This design comes from an exercise in tuning for small area and a short achievable clock period on the open sky130 flow, not from production work.
No activity file was given, so power comes from the tool's default toggle rates.

## AGU_top
module AGU_top(
    input clk,
    input rst,
    input AGU_enable,
    output logic [$clog2(8192/16)-1:0] MA0_idx,
    output logic [$clog2(8192/16)-1:0] MA1_idx,
    output logic [$clog2(8192/16)-1:0] MA2_idx,
    output logic [$clog2(8192/16)-1:0] MA3_idx,
    output logic [$clog2(8192/16)-1:0] MA4_idx,
    output logic [$clog2(8192/16)-1:0] MA5_idx,
    output logic [$clog2(8192/16)-1:0] MA6_idx,
    output logic [$clog2(8192/16)-1:0] MA7_idx,
    output logic [$clog2(8192/16)-1:0] MA8_idx,
    output logic [$clog2(8192/16)-1:0] MA9_idx,
    output logic [$clog2(8192/16)-1:0] MA10_idx,
    output logic [$clog2(8192/16)-1:0] MA11_idx,
    output logic [$clog2(8192/16)-1:0] MA12_idx,
    output logic [$clog2(8192/16)-1:0] MA13_idx,
    output logic [$clog2(8192/16)-1:0] MA14_idx,
    output logic [$clog2(8192/16)-1:0] MA15_idx,
    output logic [$clog2(16) + 1-1:0] BN0_idx,
    output logic [$clog2(16) + 1-1:0] BN1_idx,
    output logic [$clog2(16) + 1-1:0] BN2_idx,
    output logic [$clog2(16) + 1-1:0] BN3_idx,
    output logic [$clog2(16) + 1-1:0] BN4_idx,
    output logic [$clog2(16) + 1-1:0] BN5_idx,
    output logic [$clog2(16) + 1-1:0] BN6_idx,
    output logic [$clog2(16) + 1-1:0] BN7_idx,
    output logic [$clog2(16) + 1-1:0] BN8_idx,
    output logic [$clog2(16) + 1-1:0] BN9_idx,
    output logic [$clog2(16) + 1-1:0] BN10_idx,
    output logic [$clog2(16) + 1-1:0] BN11_idx,
    output logic [$clog2(16) + 1-1:0] BN12_idx,
    output logic [$clog2(16) + 1-1:0] BN13_idx,
    output logic [$clog2(16) + 1-1:0] BN14_idx,
    output logic [$clog2(16) + 1-1:0] BN15_idx,
    output logic AGU_done_out,
    output logic BN_MA_out_en,
    output logic [2:0] l_AGU_out
);
For scale: ~490 cells after synthesis, ~74 flip-flops, about 230 I/O pins.
==> flow/config.mk <==
export PLATFORM = sky130hd
export DESIGN_NAME = AGU_top
export DESIGN_NICKNAME = AGU_top
export VERILOG_FILES = /design/flow/design.v
export SDC_FILE = /design/flow/constraint.sdc
export NUM_CORES = 4
export LEC_CHECK = 0
export ABC_AREA = 1
export CAP_MARGIN = 20
export CORE_MARGIN = 2
export CORE_UTILIZATION = 40
export SETUP_SLACK_MARGIN = 5
export SLEW_MARGIN = 20
==> flow/constraint.sdc <==
create_clock -name core_clock -period 8.0 [get_ports {clk}]
set_input_delay 1.6000 -clock core_clock [delete_from_list [all_inputs] [get_ports {clk}]]
set_output_delay 1.6000 -clock core_clock [all_outputs]
set_load 0.01 [all_outputs]
standard.sh (not shown) runs the stock make flow with config.mk's settings and CLKGATE_MAP_FILE= SYNTH_SCRIPT=/design/flow/synth_recipe.tcl, a recipe that flattens the netlist after the stock synthesis.
==> flow/flow/run.sh <==
#!/bin/bash
# Standard ORFS layout, with the smallest buffer (buf_1) on every input and
# output port instead of the default pick.
set -euo pipefail
export BUFFER_PORTS_ARGS="-buffer_cell sky130_fd_sc_hd__buf_1"
bash standard.sh > standard_flow.log 2>&1
Then changed:
==> flow/flow/run.sh (replaced) <==
#!/bin/bash
# Standard ORFS layout, with the smallest buffer (buf_1) on every input and
# output port, and clock tree synthesis without dummy loads.
set -euo pipefail
export BUFFER_PORTS_ARGS="-buffer_cell sky130_fd_sc_hd__buf_1"
export CTS_ARGS="-sink_clustering_enable -repair_clock_nets -dont_use_dummy_load -sink_clustering_size 100 -sink_clustering_max_diameter 500 -buf_list sky130_fd_sc_hd__clkbuf_16 -root_buf sky130_fd_sc_hd__clkbuf_16"
bash standard.sh > standard_flow.log 2>&1
Outcome: Flip-flop and latch count is unchanged. Hold slack degrades by 0.0059 ns. Combinational power barely changes. Wire length came out lower by 0.52%. Core utilization came out lower by 0.36 points. First-iteration DRC count came out lower by about 3.7%. Critical path depth came out lower by 2. Fmax came out lower by 2.0%. Final cell count came out lower by about 1.3%. Global-route usage barely changes.
Then changed:
==> flow/flow/run.sh (replaced) <==
#!/bin/bash
# Standard ORFS layout, with the smallest buffer (buf_1) on every input and
# output port instead of the default pick.
set -euo pipefail
export BUFFER_PORTS_ARGS="-buffer_cell sky130_fd_sc_hd__buf_1"
bash standard.sh > standard_flow.log 2>&1
--- a/flow/config.mk
+++ b/flow/config.mk
@@ -7,3 +7,2 @@
 export LEC_CHECK = 0
-export ABC_AREA = 1
 export CAP_MARGIN = 20
The changed run completed with no timing, DRC or antenna violations.
Global-route usage came out higher by 0.76 points.
Setup slack gets worse by 0.052 ns.
Clock-buffer cell count does not change.
Worst hold slack improved by 0.0033 ns.
Die area goes up by roughly a tenth.
Sequential share of layout area goes down by 4.8 points.
Wire length came out higher by about a fifth.
Area after synthesis went up by roughly a tenth.
Clock skew went down by 0.0068 ns.
Then changed:
==> flow/flow/run.sh (replaced) <==
#!/bin/bash
# Standard ORFS layout, with the smallest buffer (buf_1) on every input and
# output port, and clock tree synthesis without dummy loads.
set -euo pipefail
export BUFFER_PORTS_ARGS="-buffer_cell sky130_fd_sc_hd__buf_1"
export CTS_ARGS="-sink_clustering_enable -repair_clock_nets -dont_use_dummy_load"
bash standard.sh > standard_flow.log 2>&1
--- a/flow/config.mk
+++ b/flow/config.mk
@@ -7,2 +7,3 @@
 export LEC_CHECK = 0
+export ABC_AREA = 1
 export CAP_MARGIN = 20
After rerunning:
- hold slack is about the same
- worst setup slack loses 0.0030 ns
- via count went down by roughly a tenth
- non-clock buffer count went down by 3
- sequential power went up slightly
- clock-buffer cell count does not change
- design area went down by roughly a tenth
- core utilization went down by 0.54 points
- wire length went down by about a fifth
No run of this note included a check of the RTL's function; only the layout flow was run.

-- what the ideal ports hide --
How much do the figures lean on ideal ports? The routed layouts below were timed once more, with nothing changed but the port constraints.
Step 1: set_driving_cell puts a clkbuf_16 on clk and a buf_2 on each other input, an assumption about the parent block.
Step 2, shift: input delay + t, output delay - t, t = (earliest + latest rising clock arrival at the registers) / 2. This alone moves slack from input paths to output paths.
Three values: ideal, step 1, step 2; two values: the first two.
| run | shift t [ns] | setup WS [ns] | slew at the worst register clock pin (ns) |
|---|---|---|---|
| the first run | 0.372 | 5.289 / 5.289 / 5.289 | 0.08 / 0.08 |
| the second run | 0.360 | 5.234 / 5.234 / 5.234 | 0.06 / 0.06 |
| the third run | 0.367 | 5.181 / 5.181 / 5.181 | 0.06 / 0.06 |
| the fourth run | 0.365 | 5.178 / 5.178 / 5.178 | 0.08 / 0.08 |
After both steps setup and hold are still met in every run listed.
